This is an optimization exercise on Yosys and OpenROAD, whose aim is small area, not a production implementation.
Only simulation tests tie the RTL to the original design; equivalence was not proved.
Power is estimated from default activity; no workload was simulated.

==> flow/design.v (excerpt) <==
module UART(
    input logic clk,
    input logic rst,
    input logic [7:0] sw,
    input logic btnC,
    input logic btnD,
    input logic btnU,
    input logic btnR,
    input logic btnL,
    input logic received,
    output logic transmitted,
    output logic [7:0] led2,
    output logic [7:0] led,
    output logic [0:6] seg,
    output logic [3:0] an
);
For scale: about 190 flip-flops, about 44 I/O pins, about 0.0064 sq mm of cells after synthesis.
==> module btn_debouncer, before the edit <==
module btn_debouncer(
    input  logic clk, rst, button,
    output logic buttonDebounced
);
    localparam logic [14:0] TERM = 15'h30ec;    
    localparam logic [14:0] MASK = 15'h3fbf;    
    logic [14:0] timer;
    logic nbusy, stab;                          
    logic term;
    assign term = ((timer ^ TERM) & MASK) == 15'd0;
    assign buttonDebounced = stab & timer[1];
    always_ff @(posedge clk) begin
        if (nbusy) timer <= 15'd0;
        else       timer <= {~timer[13:0], ~(timer[14] ^ timer[3])};
        if (rst) begin
            nbusy <= 1'b1;
            stab <= 1'b0;
        end else if (!nbusy) begin
            nbusy <= term;
            stab <= term;
        end else begin
            nbusy <= stab || !button;
            stab <= stab && button;
        end
    end
endmodule
==> module segment_display, before the edit <==
module segment_display(
    input  logic clk,
    input  logic rst,
    input  logic btnU,
    input  logic btnR,
    input  logic btnL,
    input  logic [3:0][7:0] Tdatas,
    input  logic [3:0][7:0] Rdatas,
    output logic [3:0] an,
    output logic [0:6] seg
);
    localparam logic [17:0] E1 = 18'h20590;    
    localparam logic [17:0] M1 = 18'h3fbff;    
    logic [17:0] refresh;
    logic e1, e0;                               
    logic [1:0] active_digit, ad_next;
    logic [1:0] index;
    logic isT;
    logic [3:0] D, N;
    logic rflag;
    logic btnU_db, btnR_db, btnL_db;
    logic [7:0] sel;
    logic hi;
    logic [0:6] hex;
    assign e1 = ((refresh ^ E1) & M1) == 18'd0;
    assign ad_next = rst ? 2'd0 : active_digit + {1'b0, e0};
    assign sel = isT ? Tdatas[index] : Rdatas[index];
    assign hi = active_digit[0] ^ (e0 | e1);
    always_ff @(posedge clk) begin
        if (rst | e0) refresh <= 18'd0;
        else          refresh <= {~refresh[16:0], ~(refresh[17] ^ refresh[6])};
        e0 <= !rst && e1;
        active_digit <= ad_next;
        rflag <= rst;
        if (rst) begin
            index <= 2'd0;
            isT <= 1'b1;
            D <= 4'd0;
        end else begin
            if (btnU_db) isT <= ~isT;
            if (btnL_db) index <= index - 2'd1;
            else if (btnR_db) index <= index + 2'd1;
            D <= hi ? sel[7:4] : sel[3:0];
        end
        case (ad_next)
        2'd2:    N <= {2'b00, index};
        2'd3:    N <= {3'b000, isT};
        default: N <= D;
        endcase
    end
    bcd_to_7_segment dec(N, hex);
    always_comb begin
        if (rflag)                  seg = 7'b1111111;
        else if (active_digit == 3) seg = N[0] ? 7'b1110000 : 7'b1111010;
        else                        seg = hex;
        case (active_digit)
        2'd0: an = 4'b1110;
        2'd1: an = 4'b1101;
        2'd2: an = 4'b1011;
        default: an = 4'b0111;
        endcase
    end
    btn_debouncer b1(clk, rst, btnU, btnU_db);
    btn_debouncer b2(clk, rst, btnR, btnR_db);
    btn_debouncer b3(clk, rst, btnL, btnL_db);
endmodule
export LEC_CHECK = 0
export CAP_MARGIN = 20
export CORE_MARGIN = 2
export CORE_UTILIZATION = 40
export SLEW_MARGIN = 20
create_clock -name core_clock -period 10.0 [get_ports {clk}]
standard.sh (not shown) runs the stock make flow with config.mk's settings and CLKGATE_MAP_FILE= SYNTH_SCRIPT=/design/flow/synth_recipe.tcl, a recipe that flattens the netlist after the stock synthesis.
==> flow/flow/run.sh <==
#!/bin/bash
# Layout flow: the standard ORFS flow, with three changes to how the
# layout is made (the design, clock period and constraints are the standard flow's):
#  - synthesis maps with an area-oriented ABC script (no gate upsizing or
#    buffering in ABC; the placer's repair_design buffers what needs it), and
#    without the pass-through buffers; registers are the standard synthesis's;
#  - every input and output port still gets a buffer, of the smallest size;
#  - clock tree synthesis with the arguments in cts_args.txt (smaller clock
#    buffers, no dummy loads).
set -euo pipefail
W=$PWD
rm -rf "$W/scripts_area"
cp -r "$FLOW_HOME/scripts" "$W/scripts_area"
cp "$W/flow/abc_area.script" "$W/scripts_area/abc_speed.script"
bash standard.sh SCRIPTS_DIR="$W/scripts_area" SYNTH_INSBUF=0 synth > "$W/synth.log" 2>&1
bash standard.sh "BUFFER_PORTS_ARGS=-buffer_cell sky130_fd_sc_hd__buf_1" \
    "CTS_ARGS=$(cat "$W/flow/cts_args.txt")" finish > "$W/layout.log" 2>&1
==> flow/flow/abc_area.script <==
&get -n
&st
&dch
&nf -a
&st
&dch
&nf -a
&put
topo
==> flow/flow/cts_args.txt <==
-sink_clustering_enable -repair_clock_nets -buf_list sky130_fd_sc_hd__clkbuf_8 -dont_use_dummy_load
Next try:
--- a/flow/design.v
+++ b/flow/design.v
@@ -97,26 +97,21 @@
     output logic buttonDebounced
 );
     localparam logic [14:0] TERM = 15'h30ec;    
     localparam logic [14:0] MASK = 15'h3fbf;    
+    localparam logic [14:0] STAB = 15'h0001;
     logic [14:0] timer;
-    logic nbusy, stab;                          
-    logic term;
+    logic nbusy;
+    logic term, stab;
     assign term = ((timer ^ TERM) & MASK) == 15'd0;
-    assign buttonDebounced = stab & timer[1];
-    always_ff @(posedge clk) begin
-        if (nbusy) timer <= 15'd0;
-        else       timer <= {~timer[13:0], ~(timer[14] ^ timer[3])};
-        if (rst) begin
-            nbusy <= 1'b1;
-            stab <= 1'b0;
-        end else if (!nbusy) begin
-            nbusy <= term;
-            stab <= term;
-        end else begin
-            nbusy <= stab || !button;
-            stab <= stab && button;
-        end
+    assign stab = nbusy & (timer[0] | timer[1]);
+    assign buttonDebounced = nbusy & timer[1];
+    always_ff @(posedge clk) begin
+        if (rst | nbusy) timer <= (stab && button && !rst) ? STAB : 15'd0;
+        else             timer <= {~timer[13:0], ~(timer[14] ^ timer[3])};
+        if (rst)         nbusy <= 1'b1;
+        else if (nbusy)  nbusy <= stab || !button;
+        else             nbusy <= term;
     end
 endmodule
 `timescale 1ns / 1ps
 module bcd_to_7_segment(
@@ -154,14 +149,27 @@
     logic isT;
     logic [3:0] D, N;
     logic rflag;
     logic btnU_db, btnR_db, btnL_db;
-    logic [7:0] sel;
+    logic [3:0] dsel;
+    logic [15:0] onehot;
+    logic [15:0][3:0] nib;
     logic hi;
     logic [0:6] hex;
     assign e1 = ((refresh ^ E1) & M1) == 18'd0;
     assign ad_next = rst ? 2'd0 : active_digit + {1'b0, e0};
-    assign sel = isT ? Tdatas[index] : Rdatas[index];
+    always_comb begin
+        for (int k = 0; k < 4; k++) begin
+            nib[k]      = Rdatas[k][3:0];
+            nib[4 + k]  = Rdatas[k][7:4];
+            nib[8 + k]  = Tdatas[k][3:0];
+            nib[12 + k] = Tdatas[k][7:4];
+        end
+        onehot = 16'd1 << {isT, hi, index};
+        dsel = 4'd0;
+        for (int k = 0; k < 16; k++)
+            dsel = dsel | (nib[k] & {4{onehot[k]}});
+    end
     assign hi = active_digit[0] ^ (e0 | e1);
     always_ff @(posedge clk) begin
         if (rst | e0) refresh <= 18'd0;
         else          refresh <= {~refresh[16:0], ~(refresh[17] ^ refresh[6])};
@@ -175,20 +183,20 @@
         end else begin
             if (btnU_db) isT <= ~isT;
             if (btnL_db) index <= index - 2'd1;
             else if (btnR_db) index <= index + 2'd1;
-            D <= hi ? sel[7:4] : sel[3:0];
+            D <= dsel;
         end
         case (ad_next)
         2'd2:    N <= {2'b00, index};
-        2'd3:    N <= {3'b000, isT};
+        2'd3:    N <= {3'b111, ~isT};            
         default: N <= D;
         endcase
     end
     bcd_to_7_segment dec(N, hex);
     always_comb begin
         if (rflag)                  seg = 7'b1111111;
-        else if (active_digit == 3) seg = N[0] ? 7'b1110000 : 7'b1111010;
+        else if (active_digit == 3) seg = {1'b1, hex[1:4], N[0], hex[6]};
         else                        seg = hex;
         case (active_digit)
         2'd0: an = 4'b1110;
         2'd1: an = 4'b1101;
Result: Worst setup slack is worse by 0.13 ns; die area came out lower slightly; critical path depth stays the same; flip-flop and latch count came out lower by 3; sequential power barely changes; maximum frequency came out lower by a few percent; core utilization came out higher by 0.76 points; global-route usage came out higher by 0.54 points; total power came out higher slightly; synthesized cell count came out higher by a few percent; wire length came out higher by a few percent; design area came out lower slightly; clock power barely changes; via count came out higher by a few percent.

==> port drivers added, routing unchanged <==
The results above use ideal ports. As a check the final layouts listed here were re-extracted and re-timed, cells and wires unchanged.
Step 1, drivers: a clkbuf_16 drives clk and a buf_2 each remaining input, both assumed.
Step 2, shift: input delay + t, output delay - t, t = (earliest + latest rising clock arrival at the registers) / 2. This alone moves slack from input paths to output paths.
a / b / c = ideal / step 1 / step 2; a / b = the first two.
run	shift t [ns]	setup slack, ns	worst setup path at the end
the first run	0.475	6.228 / 6.190 / 6.387	input to register
the second run	0.473	6.100 / 6.066 / 6.213	input to register
After both steps setup and hold are still met in every run listed.
